Background: an optimization exercise with open tools, aiming at small area, a short achievable clock period and few clock cycles per item. Do not read the settings as production practice.
In this exercise RTL edits were held to simulation tests only and were not proved equivalent to the original.

==> job 9001 <==
==> flow/design.v <==
`timescale 1ns / 1ps
module systolic_array_top (
    input sys_clk,
    input sys_rst_n,
    input start,
    output done,
    input [511:0] X,
    input [511:0] Y,
    output [1023:0] Z
);
reg [3:0] cnt;
reg first;
assign done = (cnt == 4'd0);
wire accept = start & done;
always @(posedge sys_clk or negedge sys_rst_n) begin
    if (!sys_rst_n) begin
        cnt <= 4'd0;
        first <= 1'b0;
    end else begin
        first <= accept;
        if (accept) cnt <= 4'd1;
        else if (cnt == 4'd8) cnt <= 4'd0;
        else if (cnt != 4'd0) cnt <= cnt + 4'd1;
    end
end
wire load = accept | (cnt != 4'd0 && cnt != 4'd8);
wire [2:0] k = cnt[2:0];
reg [7:0] opx [0:7];
reg [7:0] opy [0:7];
genvar s, q;
generate
    for (s = 0; s < 8; s = s + 1) begin : g_op
        wire [63:0] xr = X[512 - 64 * s - 1 -: 64];
        wire [7:0] xs = xr[63 - 8 * k -: 8];
        wire [63:0] yr;
        for (q = 0; q < 8; q = q + 1) begin : g_yr
            assign yr[63 - 8 * q -: 8] = Y[8 * (64 - 8 * q - s) - 1 -: 8];
        end
        wire [7:0] ys = yr[63 - 8 * k -: 8];
        always @(posedge sys_clk) begin
            opx[s] <= load ? xs : 8'd0;
            opy[s] <= ys;
        end
    end
    for (s = 0; s < 8; s = s + 1) begin : g_row
        for (q = 0; q < 8; q = q + 1) begin : g_col
            mac_pe u_pe (
                .clk(sys_clk),
                .first(first),
                .x(opx[s]),
                .y(opy[q]),
                .acc(Z[16 * (64 - 8 * s - q) - 1 -: 16])
            );
        end
    end
endgenerate
endmodule
module mac_pe (
    input wire clk,
    input wire first,
    input wire [7:0] x,
    input wire [7:0] y,
    output reg [15:0] acc
);
wire [15:0] a = first ? 16'h0000 : acc;
wire p0_0 = x[0] & y[0];
wire p0_1 = x[0] & y[1];
wire p0_2 = x[0] & y[2];
wire p0_3 = x[0] & y[3];
wire p0_4 = x[0] & y[4];
wire p0_5 = x[0] & y[5];
wire p0_6 = x[0] & y[6];
wire p0_7 = ~(x[0] & y[7]);
wire p1_0 = x[1] & y[0];
wire p1_1 = x[1] & y[1];
wire p1_2 = x[1] & y[2];
wire p1_3 = x[1] & y[3];
wire p1_4 = x[1] & y[4];
wire p1_5 = x[1] & y[5];
wire p1_6 = x[1] & y[6];
wire p1_7 = ~(x[1] & y[7]);
wire p2_0 = x[2] & y[0];
wire p2_1 = x[2] & y[1];
wire p2_2 = x[2] & y[2];
wire p2_3 = x[2] & y[3];
wire p2_4 = x[2] & y[4];
wire p2_5 = x[2] & y[5];
wire p2_6 = x[2] & y[6];
wire p2_7 = ~(x[2] & y[7]);
wire p3_0 = x[3] & y[0];
wire p3_1 = x[3] & y[1];
wire p3_2 = x[3] & y[2];
wire p3_3 = x[3] & y[3];
wire p3_4 = x[3] & y[4];
wire p3_5 = x[3] & y[5];
wire p3_6 = x[3] & y[6];
wire p3_7 = ~(x[3] & y[7]);
wire p4_0 = x[4] & y[0];
wire p4_1 = x[4] & y[1];
wire p4_2 = x[4] & y[2];
wire p4_3 = x[4] & y[3];
wire p4_4 = x[4] & y[4];
wire p4_5 = x[4] & y[5];
wire p4_6 = x[4] & y[6];
wire p4_7 = ~(x[4] & y[7]);
wire p5_0 = x[5] & y[0];
wire p5_1 = x[5] & y[1];
wire p5_2 = x[5] & y[2];
wire p5_3 = x[5] & y[3];
wire p5_4 = x[5] & y[4];
wire p5_5 = x[5] & y[5];
wire p5_6 = x[5] & y[6];
wire p5_7 = ~(x[5] & y[7]);
wire p6_0 = x[6] & y[0];
wire p6_1 = x[6] & y[1];
wire p6_2 = x[6] & y[2];
wire p6_3 = x[6] & y[3];
wire p6_4 = x[6] & y[4];
wire p6_5 = x[6] & y[5];
wire p6_6 = x[6] & y[6];
wire p6_7 = ~(x[6] & y[7]);
wire p7_0 = ~(x[7] & y[0]);
wire p7_1 = ~(x[7] & y[1]);
wire p7_2 = ~(x[7] & y[2]);
wire p7_3 = ~(x[7] & y[3]);
wire p7_4 = ~(x[7] & y[4]);
wire p7_5 = ~(x[7] & y[5]);
wire p7_6 = ~(x[7] & y[6]);
wire p7_7 = x[7] & y[7];
wire t0, t1, t2, t3, t4, t5, t6, t7, t8, t9, t10, t11, t12, t13, t14, t15, t16, t17, t18, t19, t20, t21, t22, t23, t24, t25, t26, t27, t28, t29, t30, t31, t32, t33, t34, t35, t36, t37, t38, t39, t40, t41, t42, t43, t44, t45, t46, t47, t48, t49, t50, t51, t52, t53, t54, t55, t56, t57, t58, t59, t60, t61, t62, t63, t64, t65, t66, t67, t68, t69, t70, t71, t72, t73, t74, t75, t76, t77, t78, t79, t80, t81, t82, t83, t84, t85, t86, t87, t88, t89, t90, t91, t92, t93, t94, t95, t96, t97, t98, t99, t100, t101, t102, t103, t104, t105, t106, t107, t108, t109, t110, t111, t112, t113;
assign t0 = p0_5 ^ p1_4;
assign t1 = p0_5 & p1_4;
assign t2 = p0_6 ^ p1_5 ^ p2_4;
assign t3 = (p0_6 & p1_5) | (p0_6 & p2_4) | (p1_5 & p2_4);
assign t4 = p3_3 ^ p4_2;
assign t5 = p3_3 & p4_2;
assign t6 = p0_7 ^ p1_6 ^ p2_5;
assign t7 = (p0_7 & p1_6) | (p0_7 & p2_5) | (p1_6 & p2_5);
assign t8 = p3_4 ^ p4_3 ^ p5_2;
assign t9 = (p3_4 & p4_3) | (p3_4 & p5_2) | (p4_3 & p5_2);
assign t10 = p6_1 ^ p7_0;
assign t11 = p6_1 & p7_0;
assign t12 = p1_7 ^ p2_6 ^ p3_5;
assign t13 = (p1_7 & p2_6) | (p1_7 & p3_5) | (p2_6 & p3_5);
assign t14 = p4_4 ^ p5_3 ^ p6_2;
assign t15 = (p4_4 & p5_3) | (p4_4 & p6_2) | (p5_3 & p6_2);
assign t16 = p7_1 ^ a[8] ^ 1'b1;
assign t17 = (p7_1 & a[8]) | (p7_1 & 1'b1) | (a[8] & 1'b1);
assign t18 = p2_7 ^ p3_6 ^ p4_5;
assign t19 = (p2_7 & p3_6) | (p2_7 & p4_5) | (p3_6 & p4_5);
assign t20 = p5_4 ^ p6_3 ^ p7_2;
assign t21 = (p5_4 & p6_3) | (p5_4 & p7_2) | (p6_3 & p7_2);
assign t22 = p3_7 ^ p4_6 ^ p5_5;
assign t23 = (p3_7 & p4_6) | (p3_7 & p5_5) | (p4_6 & p5_5);
assign t24 = p0_3 ^ p1_2;
assign t25 = p0_3 & p1_2;
assign t26 = p0_4 ^ p1_3 ^ p2_2;
assign t27 = (p0_4 & p1_3) | (p0_4 & p2_2) | (p1_3 & p2_2);
assign t28 = p3_1 ^ p4_0;
assign t29 = p3_1 & p4_0;
assign t30 = t0 ^ p2_3 ^ p3_2;
assign t31 = (t0 & p2_3) | (t0 & p3_2) | (p2_3 & p3_2);
assign t32 = p4_1 ^ p5_0 ^ a[5];
assign t33 = (p4_1 & p5_0) | (p4_1 & a[5]) | (p5_0 & a[5]);
assign t34 = t2 ^ t4 ^ p5_1;
assign t35 = (t2 & t4) | (t2 & p5_1) | (t4 & p5_1);
assign t36 = p6_0 ^ a[6] ^ t1;
assign t37 = (p6_0 & a[6]) | (p6_0 & t1) | (a[6] & t1);
assign t38 = t6 ^ t8 ^ t10;
assign t39 = (t6 & t8) | (t6 & t10) | (t8 & t10);
assign t40 = a[7] ^ t3 ^ t5;
assign t41 = (a[7] & t3) | (a[7] & t5) | (t3 & t5);
assign t42 = t12 ^ t14 ^ t16;
assign t43 = (t12 & t14) | (t12 & t16) | (t14 & t16);
assign t44 = t7 ^ t9 ^ t11;
assign t45 = (t7 & t9) | (t7 & t11) | (t9 & t11);
assign t46 = t18 ^ t20 ^ a[9];
assign t47 = (t18 & t20) | (t18 & a[9]) | (t20 & a[9]);
assign t48 = t13 ^ t15 ^ t17;
assign t49 = (t13 & t15) | (t13 & t17) | (t15 & t17);
assign t50 = t22 ^ p6_4 ^ p7_3;
assign t51 = (t22 & p6_4) | (t22 & p7_3) | (p6_4 & p7_3);
assign t52 = a[10] ^ t19 ^ t21;
assign t53 = (a[10] & t19) | (a[10] & t21) | (t19 & t21);
assign t54 = p4_7 ^ p5_6 ^ p6_5;
assign t55 = (p4_7 & p5_6) | (p4_7 & p6_5) | (p5_6 & p6_5);
assign t56 = p7_4 ^ a[11] ^ t23;
assign t57 = (p7_4 & a[11]) | (p7_4 & t23) | (a[11] & t23);
assign t58 = p5_7 ^ p6_6 ^ p7_5;
assign t59 = (p5_7 & p6_6) | (p5_7 & p7_5) | (p6_6 & p7_5);
assign t60 = p0_2 ^ p1_1;
assign t61 = p0_2 & p1_1;
assign t62 = t24 ^ p2_1 ^ p3_0;
assign t63 = (t24 & p2_1) | (t24 & p3_0) | (p2_1 & p3_0);
assign t64 = t26 ^ t28 ^ a[4];
assign t65 = (t26 & t28) | (t26 & a[4]) | (t28 & a[4]);
assign t66 = t30 ^ t32 ^ t27;
assign t67 = (t30 & t32) | (t30 & t27) | (t32 & t27);
assign t68 = t34 ^ t36 ^ t31;
assign t69 = (t34 & t36) | (t34 & t31) | (t36 & t31);
assign t70 = t38 ^ t40 ^ t35;
assign t71 = (t38 & t40) | (t38 & t35) | (t40 & t35);
assign t72 = t42 ^ t44 ^ t39;
assign t73 = (t42 & t44) | (t42 & t39) | (t44 & t39);
assign t74 = t46 ^ t48 ^ t43;
assign t75 = (t46 & t48) | (t46 & t43) | (t48 & t43);
assign t76 = t50 ^ t52 ^ t47;
assign t77 = (t50 & t52) | (t50 & t47) | (t52 & t47);
assign t78 = t54 ^ t56 ^ t51;
assign t79 = (t54 & t56) | (t54 & t51) | (t56 & t51);
assign t80 = t58 ^ a[12] ^ t55;
assign t81 = (t58 & a[12]) | (t58 & t55) | (a[12] & t55);
assign t82 = p6_7 ^ p7_6 ^ a[13];
assign t83 = (p6_7 & p7_6) | (p6_7 & a[13]) | (p7_6 & a[13]);
assign t84 = p0_1 ^ p1_0;
assign t85 = p0_1 & p1_0;
assign t86 = t60 ^ p2_0 ^ a[2];
assign t87 = (t60 & p2_0) | (t60 & a[2]) | (p2_0 & a[2]);
assign t88 = t62 ^ a[3] ^ t61;
assign t89 = (t62 & a[3]) | (t62 & t61) | (a[3] & t61);
assign t90 = t64 ^ t25 ^ t63;
assign t91 = (t64 & t25) | (t64 & t63) | (t25 & t63);
assign t92 = t66 ^ t29 ^ t65;
assign t93 = (t66 & t29) | (t66 & t65) | (t29 & t65);
assign t94 = t68 ^ t33 ^ t67;
assign t95 = (t68 & t33) | (t68 & t67) | (t33 & t67);
assign t96 = t70 ^ t37 ^ t69;
assign t97 = (t70 & t37) | (t70 & t69) | (t37 & t69);
assign t98 = t72 ^ t41 ^ t71;
assign t99 = (t72 & t41) | (t72 & t71) | (t41 & t71);
assign t100 = t74 ^ t45 ^ t73;
assign t101 = (t74 & t45) | (t74 & t73) | (t45 & t73);
assign t102 = t76 ^ t49 ^ t75;
assign t103 = (t76 & t49) | (t76 & t75) | (t49 & t75);
assign t104 = t78 ^ t53 ^ t77;
assign t105 = (t78 & t53) | (t78 & t77) | (t53 & t77);
assign t106 = t80 ^ t57 ^ t79;
assign t107 = (t80 & t57) | (t80 & t79) | (t57 & t79);
assign t108 = t82 ^ t59 ^ t81;
assign t109 = (t82 & t59) | (t82 & t81) | (t59 & t81);
assign t110 = p7_7 ^ a[14] ^ t83;
assign t111 = (p7_7 & a[14]) | (p7_7 & t83) | (a[14] & t83);
assign t112 = a[15] ^ 1'b1;
assign t113 = a[15] & 1'b1;
wire [15:0] ra = {t112, t110, t108, t106, t104, t102, t100, t98, t96, t94, t92, t90, t88, t86, t84, p0_0};
wire [15:0] rb = {t111, t109, t107, t105, t103, t101, t99, t97, t95, t93, t91, t89, t87, t85, a[1], a[0]};
always @(posedge clk) acc <= ra + rb;
endmodule
==> flow/run.sh <==
#!/bin/bash
# synth_recipe.tcl (not shown) runs the flow's synth.tcl, then flattens the netlist and writes it again
# the make line also repeats each setting of config.mk as NAME=value (left out here)
make -C /OpenROAD-flow-scripts/flow DESIGN_CONFIG=/design/flow/config.mk WORK_HOME=/design/flow/orfs CLKGATE_MAP_FILE= SYNTH_SCRIPT=/design/flow/synth_recipe.tcl finish
==> flow/config.mk <==
export PLATFORM = sky130hd
export DESIGN_NAME = systolic_array_top
export DESIGN_NICKNAME = systolic_array_top
export VERILOG_FILES = /design/flow/design.v
export SDC_FILE = /design/flow/constraint.sdc
export NUM_CORES = 4
export LEC_CHECK = 0
export CAP_MARGIN = 20
export CORE_MARGIN = 2
export CORE_UTILIZATION = 40
export SLEW_MARGIN = 20
==> flow/constraint.sdc <==
create_clock -name core_clock -period 10.0 [get_ports {sys_clk}]
set_input_delay 2.0000 -clock core_clock [delete_from_list [all_inputs] [get_ports {sys_clk}]]
set_output_delay 2.0000 -clock core_clock [all_outputs]
set_load 0.01 [all_outputs]
==> inputs of job 1095, as changes to job 9001 <==
- CAP_MARGIN: 20 -> 35
- SETUP_SLACK_MARGIN: not set -> 4.0
- SLEW_MARGIN: 20 -> 35
==> qor.csv <==
metric,value,unit
status,no timing/DRC/antenna violations,
ff2ff_setup_slack,4.27,ns
final_core_util,47.7,%
wire_per_inst,29.0,um
area_growth,18.5,%
routed_wl,867000,um
dpl_worst_slack,4.36,ns
drt_first_pass_iters,7,
cp.required,10.84,ns
dp_cells,28700,
worst_pin_slew,1.20,ns
clock_buffers,269,
dp_hpwl,699000,um
That was job 1095.
==> qor.csv <==
metric,value,unit
timing.max_cap.violations,1,
cp.required,10.82,ns
worst_pin_slew,1.65,ns
dp_cells,28700,
dpl_worst_slack,4.29,ns
multi_input_comb_area,143000,um^2
grt_util_met3,9.21,%
signal_buffers,2284,
status,finished with violations,
synth_mux_area_share,2.49,%
final_core_util,47.6,%
core_area,464000,um^2
drt_first_pass_iters,6,
clock_buffers,255,
ff2ff_setup_slack,4.26,ns
drv_slew,13,
so_faults,"max-capacitance violations, max-slew violations",
routed_wl,867000,um
wire_per_inst,29.1,um
wirelength_met1,298000,um
That was job 9001.
Testbench counts of job 9001, summed over its fixed seeds: cycles 14,400, items 1,600.
Testbench counts of job 1095, summed over its fixed seeds: cycles 14,400, items 1,600.

-- separate check: timing with driven ports --
The results above use ideal ports. As a check the final layouts listed here were re-extracted and re-timed, cells and wires unchanged.
Step 1: set_driving_cell puts a clkbuf_16 on sys_clk and a buf_2 on each other input, an assumption about the parent block.
Step 2 adds t to the input delays and takes it off the output delays; t is the mean of the earliest and latest rising clock arrival at the registers after step 1. Input paths then give back, and output paths get back, about the clock's delay inside the block.
Three values: no drivers, after step 1, after step 2; two values: the first two.
run	t, ns	setup WS [ns]	hold slack, ns	latest minus earliest clock arrival (ns)	slew at the worst register clock pin (ns)
job 9001	1.054	4.259 / 4.259 / 4.259	0.567 / 0.567 / 0.567	0.099 / 0.100	0.07 / 0.07
job 1095	1.055	4.271 / 4.271 / 4.271	0.556 / 0.556 / 0.556	0.125 / 0.126	0.07 / 0.07
